Context: an optimization exercise on an open-source flow, tuned for small area, a short achievable clock period and few clock cycles. The choices shown serve that exercise and are no tape-out recipe.
In this exercise RTL edits were held to simulation tests only and were not proved equivalent to the original.
No driver is modelled on the clock port, so clock power and skew are understated where the tree is cut down; a real chip needs a root buffer or a tree.
Power figures rest on the tool's default switching activity, not on a simulated workload.

alpha:
==> flow/design.v <==
module lcd_ctrl(clk, reset, datain, cmd, cmd_valid, dataout, output_valid, busy);
input           clk;
input           reset;
input   [7:0]   datain;
input   [2:0]   cmd;
input           cmd_valid;
output  reg [7:0] dataout;
output  reg     output_valid;
output  reg     busy;
reg  [7:0] p [0:35];     
reg        loading;      
reg  [1:0] wr, wc;       
reg  [3:0] pq;           
reg  [1:0] pm;
reg        qv;           
reg        rd;           
reg  [3:0] rcnt;         
reg  [3:0] rq;           
integer i;
reg [7:0] g0, g1, g2, tap;
always @* begin
  case (rq[1:0])
    2'd0: begin g0 = p[0];  g1 = p[12]; g2 = p[24]; end
    2'd1: begin g0 = p[3];  g1 = p[15]; g2 = p[27]; end
    2'd2: begin g0 = p[6];  g1 = p[18]; g2 = p[30]; end
    default: begin g0 = p[9]; g1 = p[21]; g2 = p[33]; end
  endcase
  tap = rq[3] ? g2 : rq[2] ? g1 : g0;
end
wire       m0  = (pm == 2'd0);
wire       m2  = (pm == 2'd2);
reg [3:0] qm1, qm2, qm3, qp1, qp2;
integer k;
always @* begin
  qm1 = 4'd0; qm2 = 4'd0; qm3 = 4'd0; qp1 = 4'd0; qp2 = 4'd0;
  for (k = 0; k < 12; k = k + 1)
    if (pq == k) begin
      qm1 = (k + 11) % 12; qm2 = (k + 10) % 12; qm3 = (k + 9) % 12;
      qp1 = (k + 1) % 12;  qp2 = (k + 2) % 12;
    end
end
wire [1:0] pm_dec = m0 ? 2'd2 : {1'b0, pm[1]};           
wire [3:0] pq_dec = m0 ? qm1 : pq;
wire [1:0] pm_lf  = {pm[0], ~pm[1] & ~pm[0]};          
wire [3:0] pq_lf  = m2 ? pq : qm1;
wire [3:0] pq_up  = m0 ? qm3 : qm2;
wire [3:0] pq_dn  = m0 ? qp1 : qp2;
wire acc   = cmd_valid & ~busy;
wire s_ld  = acc & (cmd == 3'd1);
wire s_rt  = acc & (cmd == 3'd2) & (wc != 2'd3);
wire s_lf  = acc & (cmd == 3'd3) & (wc != 2'd0);
wire s_up  = acc & cmd[2] & ~cmd[0] & (wr != 2'd0);
wire s_dn  = acc & cmd[2] &  cmd[0] & (wr != 2'd3);
wire s_st  = ~(s_ld | s_rt | s_lf | s_up | s_dn);
wire [3:0] npq = ({4{s_ld}} & 4'd4) | ({4{s_rt}} & pq) | ({4{s_lf}} & pq_lf) |
                 ({4{s_up}} & pq_up) | ({4{s_dn}} & pq_dn) | ({4{s_st}} & pq_dec);
wire [1:0] npm = ({2{s_ld}} & 2'd2) | ({2{s_rt}} & pm) | ({2{s_lf}} & pm_lf) |
                 ({2{s_up | s_dn | s_st}} & pm_dec);
reg [3:0] rq_inc, rcnt_inc;
always @* begin
  rq_inc = 4'd0; rcnt_inc = 4'd0;
  for (k = 0; k < 12; k = k + 1)
    if (rq == k) rq_inc = (k + 1) % 12;
  for (k = 0; k < 8; k = k + 1)
    if (rcnt == k) rcnt_inc = k + 1;
end
wire last    = (rcnt == 4'd8);
wire free    = ~rd | last;
wire start   = qv & free & (pm == 2'd1);
wire ldpulse = loading & (((pq == 4'd11) & ~m2) | ((pq == 4'd10) & m2) |
                          ((pq == 4'd9)  & ~m2) | ((pq == 4'd8)  & m2) |
                          ((pq == 4'd7)  & ~m2) | ((pq == 4'd6)  & m2));
wire ldend   = (pq == 4'd5) & m0;
reg        nrd;
reg  [3:0] nrcnt, nrq;
always @* begin
  nrd = rd; nrcnt = rcnt; nrq = rq;
  if (reset) begin
    nrd = 1'b0;
    nrcnt = 4'd8;
  end else if (start) begin
    nrd = 1'b1;
    nrcnt = 4'd0;
    nrq = pq;
  end else if (rd & ~last) begin
    nrcnt = rcnt_inc;
    if (rcnt == 4'd2 || rcnt == 4'd5)
      nrq = rq_inc;
  end else begin
    nrd = ldpulse;
    if (ldpulse) nrq = 4'd11;
  end
end
wire unsafe = nrd & (((nrq == 4'd8)  & (nrcnt < 4'd2)) |
                     ((nrq == 4'd9)  & (nrcnt < 4'd3)) |
                     ((nrq == 4'd10) & ((nrcnt < 4'd2) | (nrcnt == 4'd3) | (nrcnt == 4'd4))));
wire       nload = ~reset & (s_ld | (loading & ~ldend));
wire       nqv   = ~reset & ((acc & ~(cmd == 3'd1)) | (qv & ~start));
always @(posedge clk) begin
  for (i = 0; i < 35; i = i + 1)
    p[i] <= p[i+1];
  p[35] <= loading ? datain : p[0];
  dataout <= tap;
  loading <= nload;
  qv      <= nqv;
  busy    <= nload | nqv | unsafe;
  output_valid <= ~reset & rd;
  pq <= npq;
  pm <= npm;
  if (s_ld) begin
    wr <= 2'd2; wc <= 2'd2;
  end else begin
    if (s_rt) wc <= {wc[1] ^ wc[0], ~wc[0]};
    if (s_lf) wc <= {wc[1] ^ ~wc[0], ~wc[0]};
    if (s_up) wr <= {wr[1] ^ ~wr[0], ~wr[0]};
    if (s_dn) wr <= {wr[1] ^ wr[0], ~wr[0]};
  end
  rd   <= nrd;
  rcnt <= nrcnt;
  rq   <= nrq;
end
endmodule
clock: 5.5 ns
lec_check: 0
abc_clock_period_in_ps: 2000
cap_margin: 20
core_margin: 2
core_utilization: 40
setup_slack_margin: 3.3
slew_margin: 20
standard.sh (not shown) runs the stock make flow with config.mk's settings and CLKGATE_MAP_FILE= SYNTH_SCRIPT=/design/flow/synth_recipe.tcl, a recipe that flattens the netlist after the stock synthesis.
==> flow/flow/run.sh <==
#!/bin/bash
set -euo pipefail
export CTS_ARGS="-sink_clustering_enable -repair_clock_nets -dont_use_dummy_load -buf_list sky130_fd_sc_hd__clkbuf_16 -sink_clustering_size 30 -sink_clustering_max_diameter 200 -sink_buffer_max_cap_derate 0.12"
export BUFFER_PORTS_ARGS="-buffer_cell sky130_fd_sc_hd__buf_2"
bash standard.sh > standard.log 2>&1
alpha ended with every stage complete and zero timing, DRC or antenna violations.
Testbench counts of alpha, summed over its fixed seeds: cycles 12,106.
Input-level comparison between beta and alpha:
==> flow/flow/run.sh <==
#!/bin/bash
set -euo pipefail
export CTS_ARGS="-sink_clustering_enable -repair_clock_nets -dont_use_dummy_load -buf_list sky130_fd_sc_hd__clkbuf_16 -sink_clustering_size 24 -sink_clustering_max_diameter 200 -sink_buffer_max_cap_derate 0.12"
bash standard.sh > standard.log 2>&1
## What came out
alpha finished every stage and its layout cleared the timing, DRC and antenna checks. No stage failed in beta, and the final checks on the layout all came back clean. beta can be clocked slower than alpha. Cmp beta and alpha / worst-case register-to-register setup slack / higher: beta. Clock network fraction of design power in beta vs alpha: up 1.8 points. Compared with alpha, the detailed router inserted more vias in beta. Compared with alpha, beta shows clock-buffer cell count higher by 3.
The inputs of gamma differ from those of beta as listed below.
==> flow/flow/run.sh <==
#!/bin/bash
set -euo pipefail
export CTS_ARGS="-sink_clustering_enable -repair_clock_nets -dont_use_dummy_load -buf_list sky130_fd_sc_hd__clkbuf_16 -sink_clustering_size 30 -sink_clustering_max_diameter 200 -sink_buffer_max_cap_derate 0.12"
export BUFFER_PORTS_ARGS="-buffer_cell sky130_fd_sc_hd__buf_2"
bash standard.sh > standard.log 2>&1
-- flow/config.mk --
<<< beta, line 10
export CORE_MARGIN = 2
export CORE_UTILIZATION = 40
export SETUP_SLACK_MARGIN = 3.3
export SLEW_MARGIN = 20
>>> gamma, line 10
export CORE_MARGIN = 2
export CORE_UTILIZATION = 40
export SETUP_SLACK_MARGIN = 3.5
export SLEW_MARGIN = 20
## What came out
- | routed wire length | higher: gamma |
- Delta(number of buffers outside the clock class in the layout, gamma - beta) > 0
- Critical path arrival: gamma lower than beta
- gamma vs beta: sum of met3 wire segment lengths after detailed routing up by more than 10%
- gamma vs beta, final worst hold slack went up by 0.022 ns.
- Timing startpoint of the critical path: reset -> beta, busy -> gamma
- Against beta, gamma reports a number of buffers and inverters on the critical path that is lower.
- In the reports for beta and gamma, the smaller sequential fraction of total cell area belongs to gamma.
What delta does differently from gamma at the input level:
==> flow/flow/run.sh <==
#!/bin/bash
set -euo pipefail
export CTS_ARGS="-sink_clustering_enable -repair_clock_nets -dont_use_dummy_load -buf_list sky130_fd_sc_hd__clkbuf_16 -sink_clustering_size 30 -sink_clustering_max_diameter 200 -sink_buffer_max_cap_derate 0.12"
bash standard.sh > standard.log 2>&1
-- flow/config.mk --
<<< gamma, line 10
export CORE_MARGIN = 2
export CORE_UTILIZATION = 40
export SETUP_SLACK_MARGIN = 3.5
export SLEW_MARGIN = 20
>>> delta, line 10
export CORE_MARGIN = 2
export CORE_UTILIZATION = 40
export SETUP_SLACK_MARGIN = 3.3
export SLEW_MARGIN = 20
Results
delta: PASS, flow complete, no timing, DRC or antenna violations. gamma went all the way through the flow, and no timing, DRC or antenna check failed. Compared to gamma, delta shows a narrower setup margin. delta ends up with lower design area than gamma does. The total power consumption of the routed design in delta sits 0.95% below the value recorded for gamma. Relative to gamma, the power density relative to cell area measured on delta has increased slightly. The lower global-route usage over all layers came out of delta. Delta (delta minus gamma): relative contribution of the clock network to total power grew by 0.2 points; worst hold slack held steady; length of the first detailed-routing pass in iterations held steady.

* * *

## run A
// lcd_ctrl: RTL as listed in full above, without the edits since
==> flow/config.mk <==
export PLATFORM = sky130hd
export DESIGN_NAME = lcd_ctrl
export DESIGN_NICKNAME = lcd_ctrl
export VERILOG_FILES = /design/flow/design.v
export SDC_FILE = /design/flow/constraint.sdc
export NUM_CORES = 4
export LEC_CHECK = 0
export ABC_CLOCK_PERIOD_IN_PS = 2000
export CAP_MARGIN = 20
export CORE_MARGIN = 2
export CORE_UTILIZATION = 40
export SETUP_SLACK_MARGIN = 3.5
export SLEW_MARGIN = 20
==> flow/constraint.sdc <==
create_clock -name core_clock -period 5.5 [get_ports {clk}]
set_input_delay 1.1000 -clock core_clock [delete_from_list [all_inputs] [get_ports {clk}]]
set_output_delay 1.1000 -clock core_clock [all_outputs]
set_load 0.01 [all_outputs]
==> flow/flow/run.sh <==
#!/bin/bash
set -euo pipefail
export CTS_ARGS="-sink_clustering_enable -repair_clock_nets -dont_use_dummy_load -buf_list sky130_fd_sc_hd__clkbuf_16 -sink_clustering_size 30 -sink_clustering_max_diameter 200 -sink_buffer_max_cap_derate 0.12"
export BUFFER_PORTS_ARGS="-buffer_cell sky130_fd_sc_hd__buf_2"
export POST_CTS_TCL="$(pwd)/flow/post_cts.tcl"
bash standard.sh > standard.log 2>&1
==> flow/flow/post_cts.tcl <==
set block [ord::get_db_block]
set clknet [[$block findBTerm clk] getNet]
set roots {}
foreach it [$clknet getITerms] { lappend roots [$it getInst] }
if {[llength $roots] == 1} {
  set root [lindex $roots 0]
  set onet [[$root findITerm X] getNet]
  set loads {}
  foreach it [$onet getITerms] {
    if {[$it getInst] != $root} { lappend loads $it }
  }
  if {[llength $loads] <= 4} {
    puts "post_cts: removing clock root buffer [$root getName], [llength $loads] loads move to the clock port"
    foreach it $loads { $it disconnect; $it connect $clknet }
    odb::dbInst_destroy $root
    odb::dbNet_destroy $onet
    estimate_parasitics -placement
    repair_timing_helper
    detailed_placement
    check_placement -verbose
  }
}
No stage failed in run A, and the final checks on the layout all came back clean.
Testbench counts of run A, summed over its fixed seeds: cycles 12,106.
The following lists how run B was set up differently from run A:
Settings: CORE_UTILIZATION: 40 -> 60.
diff --git a/flow/flow/run.sh b/flow/flow/run.sh
--- a/flow/flow/run.sh
+++ b/flow/flow/run.sh
@@ -5 +4,0 @@
-export POST_CTS_TCL="$(pwd)/flow/post_cts.tcl"
removed: flow/flow/post_cts.tcl
Findings:
The core outline area reported for run B is smaller than that of run A by about 32%.
[compare] base=run A new=run B: later-pin clock latency in the skew report rose 0.11 ns; share of cells above drive strength 1 fell 0.23 points.
Inputs modified between run B and run C:
Settings: a change of SETUP_SLACK_MARGIN from 3.5 to 3.7; a change of CORE_UTILIZATION from 60 to 40.
--- outcome ---
- Run C against run B: core area went up 6600 um2, count of filler cells inserted in the layout increased 68%, buffer and inverter count on the worst path saw an increase, sequential portion of the cell area lower, logic depth of the worst setup path including buffers now smaller.
- Run C vs. run B: worst hold slack lower; met3 track demand over resource shows a reduction of 1.2 points; final net count has increased; worst-case clock buffer depth flat.
- After synthesis and placement, the instance count of run C is above that of run B.

[static timing again, ports no longer ideal]
The results above use ideal ports. As a check the final layouts listed here were re-extracted and re-timed, cells and wires unchanged.
Step 1 (the two cells are an assumption about what drives the block):
set clk [get_ports {clk}]
set_driving_cell -lib_cell sky130_fd_sc_hd__clkbuf_16 $clk
set_driving_cell -lib_cell sky130_fd_sc_hd__buf_2 [delete_from_list [all_inputs] $clk]
Step 2 times the ports against the registers' clock, not the clock port: input delays grow and output delays shrink by t, the midpoint of the rising clock arrivals with the driver on.
Three values: ideal ports, drivers, drivers and shift; two values: the first two.
| run | t, ns | setup slack, ns | worst setup path after step 2 | latest minus earliest clock arrival (ns) |
|---|---|---|---|---|
| alpha | 0.502 | 3.379 / 3.378 / 2.877 | input to register | 0.053 / 0.053 |
| beta | 0.500 | 3.346 / 3.309 / 2.857 | input to register | 0.048 / 0.048 |
| gamma | 0.512 | 3.454 / 3.415 / 2.965 | input to register | 0.034 / 0.033 |
| delta | 0.502 | 3.326 / 3.328 / 2.846 | input to register | 0.043 / 0.043 |
| run A | 0.394 | 3.375 / 3.378 / 2.984 | input to register | 0.034 / 0.034 |
| run B | 0.496 | 3.429 / 3.411 / 2.996 | input to register | 0.028 / 0.027 |
| run C | 0.497 | 3.437 / 3.398 / 3.026 | input to register | 0.036 / 0.036 |
After both steps every run listed still meets setup and hold. For alpha, which loses most, drivers alone change the setup slack by -0.001 ns; drivers and shift together by -0.502 ns.
